Source: an optimization exercise on an open RTL-to-GDS flow (aim: small area, a short achievable clock period and few clock cycles). Production flows keep margins and buffers that such runs may drop. RTL that was checked went through simulation tests only; none was proved equivalent to the original. Power figures rest on the tool's default switching activity, not on a simulated workload.

== the reference run ==
## adder
module adder(
    input clk,
    input reset,
    input [31:0] a,
    input [31:0] b,
    input available,
    input [4:0] exception_f,
    output [31:0] sum,
    output done
    );
Size: about 900 cells after synthesis, roughly 49 flip-flops, ~110 I/O pins, ~5100 um^2 of cells after synthesis.
clock: 4.0 ns
lec_check: 0
abc_area: 1
cap_margin: 20
core_margin: 2
core_utilization: 40
setup_slack_margin: 0.75
slew_margin: 20
standard.sh (not shown) runs the stock make flow with config.mk's settings and CLKGATE_MAP_FILE= SYNTH_SCRIPT=/design/flow/synth_recipe.tcl, a recipe that flattens the netlist after the stock synthesis.
==> flow/flow/run.sh <==
#!/bin/bash
# Standard layout with two changes:
#  - the I/O port buffers are a plain buffer cell instead of the delay cell
#    the resizer picks by default;
#  - clock tree synthesis adds no dummy loads.
export BUFFER_PORTS_ARGS="-buffer_cell sky130_fd_sc_hd__buf_1"
export CTS_ARGS="-sink_clustering_enable -repair_clock_nets -dont_use_dummy_load -buf_list {sky130_fd_sc_hd__clkbuf_4 sky130_fd_sc_hd__clkbuf_8}"
bash standard.sh > standard.log 2>&1
The reference run reached the final stage; the timing, design-rule and antenna checks on its layout passed.
Testbench counts of the reference run, summed over its fixed seeds: cycles 6,392.
For the trial run, these inputs were changed with respect to the reference run:
--- a/flow/design.v
+++ b/flow/design.v
@@ -191,13 +191,13 @@
        p <= ma ^ sh[22:0];
        g <= ma & sh[22:0];
        sh_r[23] <= sh[23];
     end
     wire [7:0] ea = swap_r ? be : ae;
     wire z = sh_r[23];
-    wire mg17 = (g[1] | p[1]) & (g[1] | g[0]);
+    wire mg17 = g[1] | (p[1] & g[0]);
     wire mg18 = g[2] | (p[2] & g[1]);
     wire mp18 = p[2] & p[1];
     wire mg19 = g[3] | (p[3] & g[2]);
     wire mp19 = p[3] & p[2];
     wire mg20 = g[4] | (p[4] & g[3]);
     wire mp20 = p[4] & p[3];
@@ -234,13 +234,13 @@
     wire mg36 = g[20] | (p[20] & g[19]);
     wire mp36 = p[20] & p[19];
     wire mg37 = g[21] | (p[21] & g[20]);
     wire mp37 = p[21] & p[20];
     wire mg38 = g[22] | (p[22] & g[21]);
     wire mp38 = p[22] & p[21];
-    wire mg39 = (mg18 | mp18) & (mg18 | g[0]);
+    wire mg39 = mg18 | (mp18 & g[0]);
     wire mg40 = mg19 | (mp19 & mg17);
     wire mg41 = mg20 | (mp20 & mg18);
     wire mp41 = mp20 & mp18;
     wire mg42 = mg21 | (mp21 & mg19);
     wire mp42 = mp21 & mp19;
     wire mg43 = mg22 | (mp22 & mg20);
@@ -274,13 +274,13 @@
     wire mg57 = mg36 | (mp36 & mg34);
     wire mp57 = mp36 & mp34;
     wire mg58 = mg37 | (mp37 & mg35);
     wire mp58 = mp37 & mp35;
     wire mg59 = mg38 | (mp38 & mg36);
     wire mp59 = mp38 & mp36;
-    wire mg60 = (mg41 | mp41) & (mg41 | g[0]);
+    wire mg60 = mg41 | (mp41 & g[0]);
     wire mg61 = mg42 | (mp42 & mg17);
     wire mg62 = mg43 | (mp43 & mg39);
     wire mg63 = mg44 | (mp44 & mg40);
     wire mg64 = mg45 | (mp45 & mg41);
     wire mp64 = mp45 & mp41;
     wire mg65 = mg46 | (mp46 & mg42);
@@ -308,13 +308,13 @@
     wire mg76 = mg57 | (mp57 & mg53);
     wire mp76 = mp57 & mp53;
     wire mg77 = mg58 | (mp58 & mg54);
     wire mp77 = mp58 & mp54;
     wire mg78 = mg59 | (mp59 & mg55);
     wire mp78 = mp59 & mp55;
-    wire mg79 = (mg64 | mp64) & (mg64 | g[0]);
+    wire mg79 = mg64 | (mp64 & g[0]);
     wire mg80 = mg65 | (mp65 & mg17);
     wire mg81 = mg66 | (mp66 & mg39);
     wire mg82 = mg67 | (mp67 & mg40);
     wire mg83 = mg68 | (mp68 & mg60);
     wire mg84 = mg69 | (mp69 & mg61);
     wire mg85 = mg70 | (mp70 & mg62);
@@ -330,13 +330,13 @@
     wire mg91 = mg76 | (mp76 & mg68);
     wire mp91 = mp76 & mp68;
     wire mg92 = mg77 | (mp77 & mg69);
     wire mp92 = mp77 & mp69;
     wire mg93 = mg78 | (mp78 & mg70);
     wire mp93 = mp78 & mp70;
-    wire mg94 = (mg87 | mp87) & (mg87 | g[0]);
+    wire mg94 = mg87 | (mp87 & g[0]);
     wire mg95 = mg88 | (mp88 & mg17);
     wire mg96 = mg89 | (mp89 & mg39);
     wire mg97 = mg90 | (mp90 & mg40);
     wire mg98 = mg91 | (mp91 & mg60);
     wire mg99 = mg92 | (mp92 & mg61);
     wire mg100 = mg93 | (mp93 & mg62);
--- outcome ---
Summary of the trial run over the reference run: power attributed to combinational cells grew by about 5%, top achievable clock speed grew by 0.0035 GHz, global-route usage held steady, non-clock buffer count grew by about 9%. Of the two values seen for cell type of the slowest stage on the worst timing path, o21ai_0 was produced by the reference run and dfxtp_1 by the trial run. The run showing the greater power consumption is the trial run. Summary of the trial run over the reference run: final critical delay including setup and external delays now sits lower; number of standard cells in the final layout excluding fillers now sits higher. When the trial run is measured against the reference run, its cell area turns out about 6% higher. Compared with the reference run, the trial run shows a higher fraction of final layout cells sized beyond drive strength 1.
Testbench counts of the trial run, summed over its fixed seeds: cycles 6,392.


adder, a different RTL version from the one above (not shown whole).
Size in the first run: ~540 cells after synthesis, ~110 I/O pins, ~4700 um2 of cells after synthesis.
==> module adder, before the edit <==
module adder(
    input clk,
    input reset,
    input [31:0] a,
    input [31:0] b,
    input available,
    input [4:0] exception_f,
    output [31:0] sum,
    output done
    );
    wire [8:0] diff = {1'b0, a[30:23]} - {1'b0, b[30:23]};
    wire swap = diff[8];
    wire [7:0] d = swap ? (b[30:23] - a[30:23]) : diff[7:0];
    wire [7:0] ea = swap ? b[30:23] : a[30:23];
    wire [22:0] ma = swap ? b[22:0] : a[22:0];
    wire [22:0] mb = swap ? a[22:0] : b[22:0];
    wire big = (|d[7:5]) | (d[4] & d[3]) | (d[4] & d[2] & d[1] & d[0]);
    wire [23:0] sh = big ? 24'd0 : ({1'b1, mb} >> d[4:0]);
    wire [24:0] s = {1'b0, 1'b1, ma} + {1'b0, sh};
    wire [30:0] res = s[24] ? {ea + 8'd1, s[23:1]} : {ea, s[22:0]};
    reg [30:0] sum_reg;
    always @(posedge clk) sum_reg <= res;
    reg done_reg;
    always @(posedge clk or posedge reset) begin
       if (reset) done_reg <= 1'b0;
       else done_reg <= available;
    end
    assign sum = {a[31], sum_reg};
    assign done = done_reg;
endmodule
clock: 4.0 ns
lec_check: 0
cap_margin: 20
core_margin: 2
core_utilization: 40
slew_margin: 20
run.sh (not shown) runs the stock make flow with config.mk's settings and CLKGATE_MAP_FILE= SYNTH_SCRIPT=/design/flow/synth_recipe.tcl, a recipe that flattens the netlist after the stock synthesis.
Stock flow here: none of the scripts above is used.
The first run completed and failed the layout checks on negative setup slack.
Testbench counts at the start, summed over its fixed seeds: cycles 6,392.
Then changed:
--- a/flow/design.v
+++ b/flow/design.v
@@ -15,16 +15,21 @@
     wire [22:0] ma = swap ? b[22:0] : a[22:0];
     wire [22:0] mb = swap ? a[22:0] : b[22:0];
     wire big = (|d[7:5]) | (d[4] & d[3]) | (d[4] & d[2] & d[1] & d[0]);
     wire [23:0] sh = big ? 24'd0 : ({1'b1, mb} >> d[4:0]);
-    wire [24:0] s = {1'b0, 1'b1, ma} + {1'b0, sh};
-    wire [30:0] res = s[24] ? {ea + 8'd1, s[23:1]} : {ea, s[22:0]};
-    reg [30:0] sum_reg;
-    always @(posedge clk) sum_reg <= res;
+    reg [7:0] ea_r;
+    reg [22:0] ma_r;
+    reg [23:0] sh_r;
+    always @(posedge clk) begin
+       ea_r <= ea;
+       ma_r <= ma;
+       sh_r <= sh;
+    end
+    wire [24:0] s = {2'b01, ma_r} + {1'b0, sh_r};
+    assign sum = s[24] ? {a[31], ea_r + 8'd1, s[23:1]} : {a[31], ea_r, s[22:0]};
     reg done_reg;
     always @(posedge clk or posedge reset) begin
        if (reset) done_reg <= 1'b0;
        else done_reg <= available;
     end
-    assign sum = {a[31], sum_reg};
     assign done = done_reg;
 endmodule
This time the run completed without violations.
Final cell count increases slightly.
Worst hold slack degrades by 0.0060 ns.
Core utilization falls by 17 points.
Fmax climbs by well over a third.
Power came out lower by about a fifth.
Count of clock-buffer cells in the layout goes down by 1.
Critical path depth fell by 14.
Testbench counts after the change, summed over its fixed seeds: cycles 6,392.


adder, a different RTL version from the one above (not shown whole).
Size in the first run: ~49 flip-flops, ~110 I/O pins.
## adder
module adder(
    input clk,
    input reset,
    input [31:0] a,
    input [31:0] b,
    input available,
    input [4:0] exception_f,
    output [31:0] sum,
    output done
    );
Settings: LEC_CHECK=0, ABC_AREA=1, CAP_MARGIN=20, CORE_MARGIN=2, CORE_UTILIZATION=40, SETUP_SLACK_MARGIN=0.75, SLEW_MARGIN=20; clock period 4.0 ns.
standard.sh (not shown) runs the stock make flow with config.mk's settings and CLKGATE_MAP_FILE= SYNTH_SCRIPT=/design/flow/synth_recipe.tcl, a recipe that flattens the netlist after the stock synthesis.
Scripts as last shown in full above: flow/flow/run.sh
The first run produced a clean layout.
Next try:
--- a/flow/design.v
+++ b/flow/design.v
@@ -186,23 +186,23 @@
     reg [23:0] sh_r;    
     reg [22:0] p;
     reg [22:0] g;
     always @(posedge clk) begin
        swap_r <= swap;
        p <= ma ^ sh[22:0];
        g <= ma & sh[22:0];
        sh_r[23] <= sh[23];
     end
     wire [7:0] ea = swap_r ? be : ae;
     wire z = sh_r[23];
-    wire mg17 = (g[1] | p[1]) & (g[1] | g[0]);
+    wire mg17 = g[1] | (p[1] & g[0]);
     wire mg18 = g[3] | (p[3] & g[2]);
     wire mp18 = p[3] & p[2];
     wire mg19 = g[5] | (p[5] & g[4]);
     wire mp19 = p[5] & p[4];
     wire mg20 = g[7] | (p[7] & g[6]);
     wire mp20 = p[7] & p[6];
     wire mg21 = g[9] | (p[9] & g[8]);
     wire mp21 = p[9] & p[8];
     wire mg22 = g[11] | (p[11] & g[10]);
     wire mp22 = p[11] & p[10];
     wire mg23 = g[13] | (p[13] & g[12]);
The new run ran to the end with no violations. Utilization increases by 0.74 points. Hold slack gets better by 0.015 ns. Worst setup slack gets worse by 0.12 ns. Routed wire length came out higher by 0.68%. Design area rose by 0.31%. Synthesized area falls by 2.3%. Global-route usage rises by 1.0 points. Die area is lower by 2.2%. Power came out higher by 0.61%. Sequential power barely changes.
Function was not checked in any run of this note: the RTL went through the layout flow alone.


== branch onyx ==
The RTL this note starts from:
==> flow/design.v <==
module adder(
    input clk,
    input reset,
    input [31:0] a,
    input [31:0] b,
    input available,
    input [4:0] exception_f,
    output [31:0] sum,
    output done
    );
    wire [7:0] ae = a[30:23];
    wire [7:0] be = b[30:23];
    wire [7:0] ep = ~(ae ^ be);
    wire [7:0] eg = ae & ~be;
    wire eg0 = eg[1] | ((ep[1] & ae[0]) & ~be[0]);
    wire ep0 = ep[1] & ep[0];
    wire eg1 = eg[2] | ((ep[2] & ae[1]) & ~be[1]);
    wire ep1 = ep[2] & ep[1];
    wire eg2 = eg[3] | ((ep[3] & ae[2]) & ~be[2]);
    wire ep2 = ep[3] & ep[2];
    wire eg3 = eg[4] | ((ep[4] & ae[3]) & ~be[3]);
    wire ep3 = ep[4] & ep[3];
    wire eg4 = eg[5] | ((ep[5] & ae[4]) & ~be[4]);
    wire ep4 = ep[5] & ep[4];
    wire eg5 = eg[6] | ((ep[6] & ae[5]) & ~be[5]);
    wire ep5 = ep[6] & ep[5];
    wire eg6 = eg[7] | ((ep[7] & ae[6]) & ~be[6]);
    wire ep6 = ep[7] & ep[6];
    wire eg7 = eg1 | ((ep1 & ae[0]) & ~be[0]);
    wire ep7 = ep1 & ep[0];
    wire eg8 = eg2 | (ep2 & eg0);
    wire ep8 = ep2 & ep0;
    wire eg9 = eg3 | (ep3 & eg1);
    wire ep9 = ep3 & ep1;
    wire eg10 = eg4 | (ep4 & eg2);
    wire ep10 = ep4 & ep2;
    wire eg11 = eg5 | (ep5 & eg3);
    wire ep11 = ep5 & ep3;
    wire eg12 = eg6 | (ep6 & eg4);
    wire ep12 = ep6 & ep4;
    wire eg13 = eg9 | ((ep9 & ae[0]) & ~be[0]);
    wire ep13 = ep9 & ep[0];
    wire eg14 = eg10 | (ep10 & eg0);
    wire ep14 = ep10 & ep0;
    wire eg15 = eg11 | (ep11 & eg7);
    wire ep15 = ep11 & ep7;
    wire eg16 = eg12 | (ep12 & eg8);
    wire ep16 = ep12 & ep8;
    wire co = eg16;
    wire [7:0] d;
    assign d[0] = ~ep[0];
    assign d[1] = co ? (ep[1] ^ (eg[0] | ep[0])) : ~(ep[1] ^ eg[0]);
    assign d[2] = co ? (ep[2] ^ (eg0 | ep0)) : ~(ep[2] ^ eg0);
    assign d[3] = co ? (ep[3] ^ (eg7 | ep7)) : ~(ep[3] ^ eg7);
    assign d[4] = co ? (ep[4] ^ (eg8 | ep8)) : ~(ep[4] ^ eg8);
    assign d[5] = co ? (ep[5] ^ (eg13 | ep13)) : ~(ep[5] ^ eg13);
    assign d[6] = co ? (ep[6] ^ (eg14 | ep14)) : ~(ep[6] ^ eg14);
    assign d[7] = co ? (ep[7] ^ (eg15 | ep15)) : ~(ep[7] ^ eg15);
    wire swap = ~co;
    wire [22:0] ma = swap ? b[22:0] : a[22:0];
    wire [22:0] mb = swap ? a[22:0] : b[22:0];
    wire big = (|d[7:5]) | (d[4] & d[3]) | (d[4] & d[2] & d[1] & d[0]);
    wire [23:0] sh = big ? 24'd0 : ({1'b1, mb} >> d[4:0]);
    reg swap_r;
    reg [23:0] sh_r;    
    reg [22:0] ma_r;
    always @(posedge clk) begin
       swap_r <= swap;
       ma_r <= ma;
       sh_r <= sh;
    end
    wire [22:0] p = ma_r ^ sh_r[22:0];
    wire [22:0] g = ma_r & sh_r[22:0];
    wire [7:0] ea = swap_r ? be : ae;
    wire z = sh_r[23];
    wire mg17 = g[1] | (p[1] & g[0]);
    wire mg18 = g[2] | (p[2] & g[1]);
    wire mp18 = p[2] & p[1];
    wire mg19 = g[3] | (p[3] & g[2]);
    wire mp19 = p[3] & p[2];
    wire mg20 = g[4] | (p[4] & g[3]);
    wire mp20 = p[4] & p[3];
    wire mg21 = g[5] | (p[5] & g[4]);
    wire mp21 = p[5] & p[4];
    wire mg22 = g[6] | (p[6] & g[5]);
    wire mp22 = p[6] & p[5];
    wire mg23 = g[7] | (p[7] & g[6]);
    wire mp23 = p[7] & p[6];
    wire mg24 = g[8] | (p[8] & g[7]);
    wire mp24 = p[8] & p[7];
    wire mg25 = g[9] | (p[9] & g[8]);
    wire mp25 = p[9] & p[8];
    wire mg26 = g[10] | (p[10] & g[9]);
    wire mp26 = p[10] & p[9];
    wire mg27 = g[11] | (p[11] & g[10]);
    wire mp27 = p[11] & p[10];
    wire mg28 = g[12] | (p[12] & g[11]);
    wire mp28 = p[12] & p[11];
    wire mg29 = g[13] | (p[13] & g[12]);
    wire mp29 = p[13] & p[12];
    wire mg30 = g[14] | (p[14] & g[13]);
    wire mp30 = p[14] & p[13];
    wire mg31 = g[15] | (p[15] & g[14]);
    wire mp31 = p[15] & p[14];
    wire mg32 = g[16] | (p[16] & g[15]);
    wire mp32 = p[16] & p[15];
    wire mg33 = g[17] | (p[17] & g[16]);
    wire mp33 = p[17] & p[16];
    wire mg34 = g[18] | (p[18] & g[17]);
    wire mp34 = p[18] & p[17];
    wire mg35 = g[19] | (p[19] & g[18]);
    wire mp35 = p[19] & p[18];
    wire mg36 = g[20] | (p[20] & g[19]);
    wire mp36 = p[20] & p[19];
    wire mg37 = g[21] | (p[21] & g[20]);
    wire mp37 = p[21] & p[20];
    wire mg38 = g[22] | (p[22] & g[21]);
    wire mp38 = p[22] & p[21];
    wire mg39 = mg18 | (mp18 & g[0]);
    wire mg40 = mg19 | (mp19 & mg17);
    wire mg41 = mg20 | (mp20 & mg18);
    wire mp41 = mp20 & mp18;
    wire mg42 = mg21 | (mp21 & mg19);
    wire mp42 = mp21 & mp19;
    wire mg43 = mg22 | (mp22 & mg20);
    wire mp43 = mp22 & mp20;
    wire mg44 = mg23 | (mp23 & mg21);
    wire mp44 = mp23 & mp21;
    wire mg45 = mg24 | (mp24 & mg22);
    wire mp45 = mp24 & mp22;
    wire mg46 = mg25 | (mp25 & mg23);
    wire mp46 = mp25 & mp23;
    wire mg47 = mg26 | (mp26 & mg24);
    wire mp47 = mp26 & mp24;
    wire mg48 = mg27 | (mp27 & mg25);
    wire mp48 = mp27 & mp25;
    wire mg49 = mg28 | (mp28 & mg26);
    wire mp49 = mp28 & mp26;
    wire mg50 = mg29 | (mp29 & mg27);
    wire mp50 = mp29 & mp27;
    wire mg51 = mg30 | (mp30 & mg28);
    wire mp51 = mp30 & mp28;
    wire mg52 = mg31 | (mp31 & mg29);
    wire mp52 = mp31 & mp29;
    wire mg53 = mg32 | (mp32 & mg30);
    wire mp53 = mp32 & mp30;
    wire mg54 = mg33 | (mp33 & mg31);
    wire mp54 = mp33 & mp31;
    wire mg55 = mg34 | (mp34 & mg32);
    wire mp55 = mp34 & mp32;
    wire mg56 = mg35 | (mp35 & mg33);
    wire mp56 = mp35 & mp33;
    wire mg57 = mg36 | (mp36 & mg34);
    wire mp57 = mp36 & mp34;
    wire mg58 = mg37 | (mp37 & mg35);
    wire mp58 = mp37 & mp35;
    wire mg59 = mg38 | (mp38 & mg36);
    wire mp59 = mp38 & mp36;
    wire mg60 = mg41 | (mp41 & g[0]);
    wire mg61 = mg42 | (mp42 & mg17);
    wire mg62 = mg43 | (mp43 & mg39);
    wire mg63 = mg44 | (mp44 & mg40);
    wire mg64 = mg45 | (mp45 & mg41);
    wire mp64 = mp45 & mp41;
    wire mg65 = mg46 | (mp46 & mg42);
    wire mp65 = mp46 & mp42;
    wire mg66 = mg47 | (mp47 & mg43);
    wire mp66 = mp47 & mp43;
    wire mg67 = mg48 | (mp48 & mg44);
    wire mp67 = mp48 & mp44;
    wire mg68 = mg49 | (mp49 & mg45);
    wire mp68 = mp49 & mp45;
    wire mg69 = mg50 | (mp50 & mg46);
    wire mp69 = mp50 & mp46;
    wire mg70 = mg51 | (mp51 & mg47);
    wire mp70 = mp51 & mp47;
    wire mg71 = mg52 | (mp52 & mg48);
    wire mp71 = mp52 & mp48;
    wire mg72 = mg53 | (mp53 & mg49);
    wire mp72 = mp53 & mp49;
    wire mg73 = mg54 | (mp54 & mg50);
    wire mp73 = mp54 & mp50;
    wire mg74 = mg55 | (mp55 & mg51);
    wire mp74 = mp55 & mp51;
    wire mg75 = mg56 | (mp56 & mg52);
    wire mp75 = mp56 & mp52;
    wire mg76 = mg57 | (mp57 & mg53);
    wire mp76 = mp57 & mp53;
    wire mg77 = mg58 | (mp58 & mg54);
    wire mp77 = mp58 & mp54;
    wire mg78 = mg59 | (mp59 & mg55);
    wire mp78 = mp59 & mp55;
    wire mg79 = mg64 | (mp64 & g[0]);
    wire mg80 = mg65 | (mp65 & mg17);
    wire mg81 = mg66 | (mp66 & mg39);
    wire mg82 = mg67 | (mp67 & mg40);
    wire mg83 = mg68 | (mp68 & mg60);
    wire mg84 = mg69 | (mp69 & mg61);
    wire mg85 = mg70 | (mp70 & mg62);
    wire mg86 = mg71 | (mp71 & mg63);
    wire mg87 = mg72 | (mp72 & mg64);
    wire mp87 = mp72 & mp64;
    wire mg88 = mg73 | (mp73 & mg65);
    wire mp88 = mp73 & mp65;
    wire mg89 = mg74 | (mp74 & mg66);
    wire mp89 = mp74 & mp66;
    wire mg90 = mg75 | (mp75 & mg67);
    wire mp90 = mp75 & mp67;
    wire mg91 = mg76 | (mp76 & mg68);
    wire mp91 = mp76 & mp68;
    wire mg92 = mg77 | (mp77 & mg69);
    wire mp92 = mp77 & mp69;
    wire mg93 = mg78 | (mp78 & mg70);
    wire mp93 = mp78 & mp70;
    wire mg94 = mg87 | (mp87 & g[0]);
    wire mg95 = mg88 | (mp88 & mg17);
    wire mg96 = mg89 | (mp89 & mg39);
    wire mg97 = mg90 | (mp90 & mg40);
    wire mg98 = mg91 | (mp91 & mg60);
    wire mg99 = mg92 | (mp92 & mg61);
    wire mg100 = mg93 | (mp93 & mg62);
    wire [23:0] t;
    assign t[0] = p[0];
    assign t[1] = p[1] ^ g[0];
    assign t[2] = p[2] ^ mg17;
    assign t[3] = p[3] ^ mg39;
    assign t[4] = p[4] ^ mg40;
    assign t[5] = p[5] ^ mg60;
    assign t[6] = p[6] ^ mg61;
    assign t[7] = p[7] ^ mg62;
    assign t[8] = p[8] ^ mg63;
    assign t[9] = p[9] ^ mg79;
    assign t[10] = p[10] ^ mg80;
    assign t[11] = p[11] ^ mg81;
    assign t[12] = p[12] ^ mg82;
    assign t[13] = p[13] ^ mg83;
    assign t[14] = p[14] ^ mg84;
    assign t[15] = p[15] ^ mg85;
    assign t[16] = p[16] ^ mg86;
    assign t[17] = p[17] ^ mg94;
    assign t[18] = p[18] ^ mg95;
    assign t[19] = p[19] ^ mg96;
    assign t[20] = p[20] ^ mg97;
    assign t[21] = p[21] ^ mg98;
    assign t[22] = p[22] ^ mg99;
    assign t[23] = mg100;
    wire c = t[23];
    wire norm = z | c;
    assign sum = norm ? {a[31], ea + 8'd1, z & c, t[22:1]} : {a[31], ea, t[22:0]};
    reg done_reg;
    always @(posedge clk or posedge reset) begin
       if (reset) done_reg <= 1'b0;
       else done_reg <= available;
    end
    assign done = done_reg;
endmodule
export LEC_CHECK = 0
export ABC_AREA = 1
export CAP_MARGIN = 20
export CORE_MARGIN = 2
export CORE_UTILIZATION = 40
export CTS_BUF_LIST = sky130_fd_sc_hd__clkbuf_4 sky130_fd_sc_hd__clkbuf_8
export SLEW_MARGIN = 20
create_clock -name core_clock -period 4.0 [get_ports {clk}]
==> flow/flow/run.sh <==
#!/bin/bash
# Standard layout, with the I/O port buffers made from a plain buffer cell
# instead of the delay cell the resizer picks by default.
export BUFFER_PORTS_ARGS="-buffer_cell sky130_fd_sc_hd__buf_1"
bash standard.sh > standard.log 2>&1
Relative to branch onyx, the following input files were edited for branch amber:
--- a/flow/design.v
+++ b/flow/design.v
@@ -12,21 +12,21 @@
     wire [7:0] be = b[30:23];
     wire [7:0] ep = ~(ae ^ be);
     wire [7:0] eg = ae & ~be;
-    wire eg0 = eg[1] | ((ep[1] & ae[0]) & ~be[0]);
+    wire eg0 = eg[1] | (ep[1] & eg[0]);
     wire ep0 = ep[1] & ep[0];
-    wire eg1 = eg[2] | ((ep[2] & ae[1]) & ~be[1]);
+    wire eg1 = eg[2] | (ep[2] & eg[1]);
     wire ep1 = ep[2] & ep[1];
-    wire eg2 = eg[3] | ((ep[3] & ae[2]) & ~be[2]);
+    wire eg2 = eg[3] | (ep[3] & eg[2]);
     wire ep2 = ep[3] & ep[2];
-    wire eg3 = eg[4] | ((ep[4] & ae[3]) & ~be[3]);
+    wire eg3 = eg[4] | (ep[4] & eg[3]);
     wire ep3 = ep[4] & ep[3];
-    wire eg4 = eg[5] | ((ep[5] & ae[4]) & ~be[4]);
+    wire eg4 = eg[5] | (ep[5] & eg[4]);
     wire ep4 = ep[5] & ep[4];
-    wire eg5 = eg[6] | ((ep[6] & ae[5]) & ~be[5]);
+    wire eg5 = eg[6] | (ep[6] & eg[5]);
     wire ep5 = ep[6] & ep[5];
-    wire eg6 = eg[7] | ((ep[7] & ae[6]) & ~be[6]);
+    wire eg6 = eg[7] | (ep[7] & eg[6]);
     wire ep6 = ep[7] & ep[6];
-    wire eg7 = eg1 | ((ep1 & ae[0]) & ~be[0]);
+    wire eg7 = eg1 | (ep1 & eg[0]);
     wire ep7 = ep1 & ep[0];
     wire eg8 = eg2 | (ep2 & eg0);
     wire ep8 = ep2 & ep0;
@@ -38,7 +38,7 @@
     wire ep11 = ep5 & ep3;
     wire eg12 = eg6 | (ep6 & eg4);
     wire ep12 = ep6 & ep4;
-    wire eg13 = eg9 | ((ep9 & ae[0]) & ~be[0]);
+    wire eg13 = eg9 | (ep9 & eg[0]);
     wire ep13 = ep9 & ep[0];
     wire eg14 = eg10 | (ep10 & eg0);
     wire ep14 = ep10 & ep0;
[summary]
Sequential power share down 0.4 points in branch amber wrt branch onyx
branch amber ends up with a clock network fraction of total power that is 3.5 points higher than in branch onyx.
The die span in y in branch amber was lower than what branch onyx gave.
Run comparison: branch onyx slowest stage cell on the critical path fa_1; branch amber slowest stage cell on the critical path ha_1
What branch onyx reported for clock power has to be multiplied by 1.3 to get the figure for branch amber.
Compared with branch onyx, in branch amber global-route usage over all layers now sits lower; total via count in the routed design now sits lower; net count reported at finish now sits lower; post-synth design cell area now sits lower.
branch amber vs. branch onyx: switching portion of total power lower, via count of the first global-routing pass dropped 47, time the final worst path needs with I/O delays and setup saw a decrease.
Testbench counts of branch amber, summed over its fixed seeds: cycles 6,392.
Function not checked in branch onyx: the RTL went through the layout flow alone.

## afterwards: timing with drivers on the ports
Ports are ideal in the flow. The routed layouts listed here were re-timed in OpenROAD.
Step 1 sets driving cells, clkbuf_16 on the clock port and buf_2 on the other inputs (assumed; they add their load-dependent delay and slew).
Step 2 adds t to the input delays and takes it off the output delays; t is the mean of the earliest and latest rising clock arrival at the registers after step 1. Input paths then give back, and output paths get back, about the clock's delay inside the block.
Slacks: no drivers / after step 1 / after step 2; pairs: no drivers / after step 1.
run | shift t [ns] | setup slack, ns | latest minus earliest clock arrival (ns)
the reference run | 0.310 | 0.896 / 0.874 / 0.744 | 0.016 / 0.017
the trial run | 0.309 | 0.930 / 0.904 / 0.633 | 0.007 / 0.007
the first run of note 2 | 0.335 | -1.507 / -1.512 / -1.847 | 0.008 / 0.008
the second run of note 2 | 0.329 | 0.129 / 0.133 / -0.191 | 0.013 / 0.013
the first run of note 3 | 0.322 | 0.892 / 0.859 / 0.628 | 0.021 / 0.021
the second run of note 3 | 0.316 | 0.774 / 0.741 / 0.617 | 0.019 / 0.020
branch onyx | 0.312 | 0.306 / 0.279 / 0.305 | 0.004 / 0.003
branch amber | 0.312 | 0.362 / 0.335 / 0.208 | 0.006 / 0.006
Met with ideal ports but missed after step 2: setup timing in the second run of note 2. For the first run of note 2, which loses most, drivers alone change the setup slack by -0.005 ns; drivers and shift together by -0.340 ns.
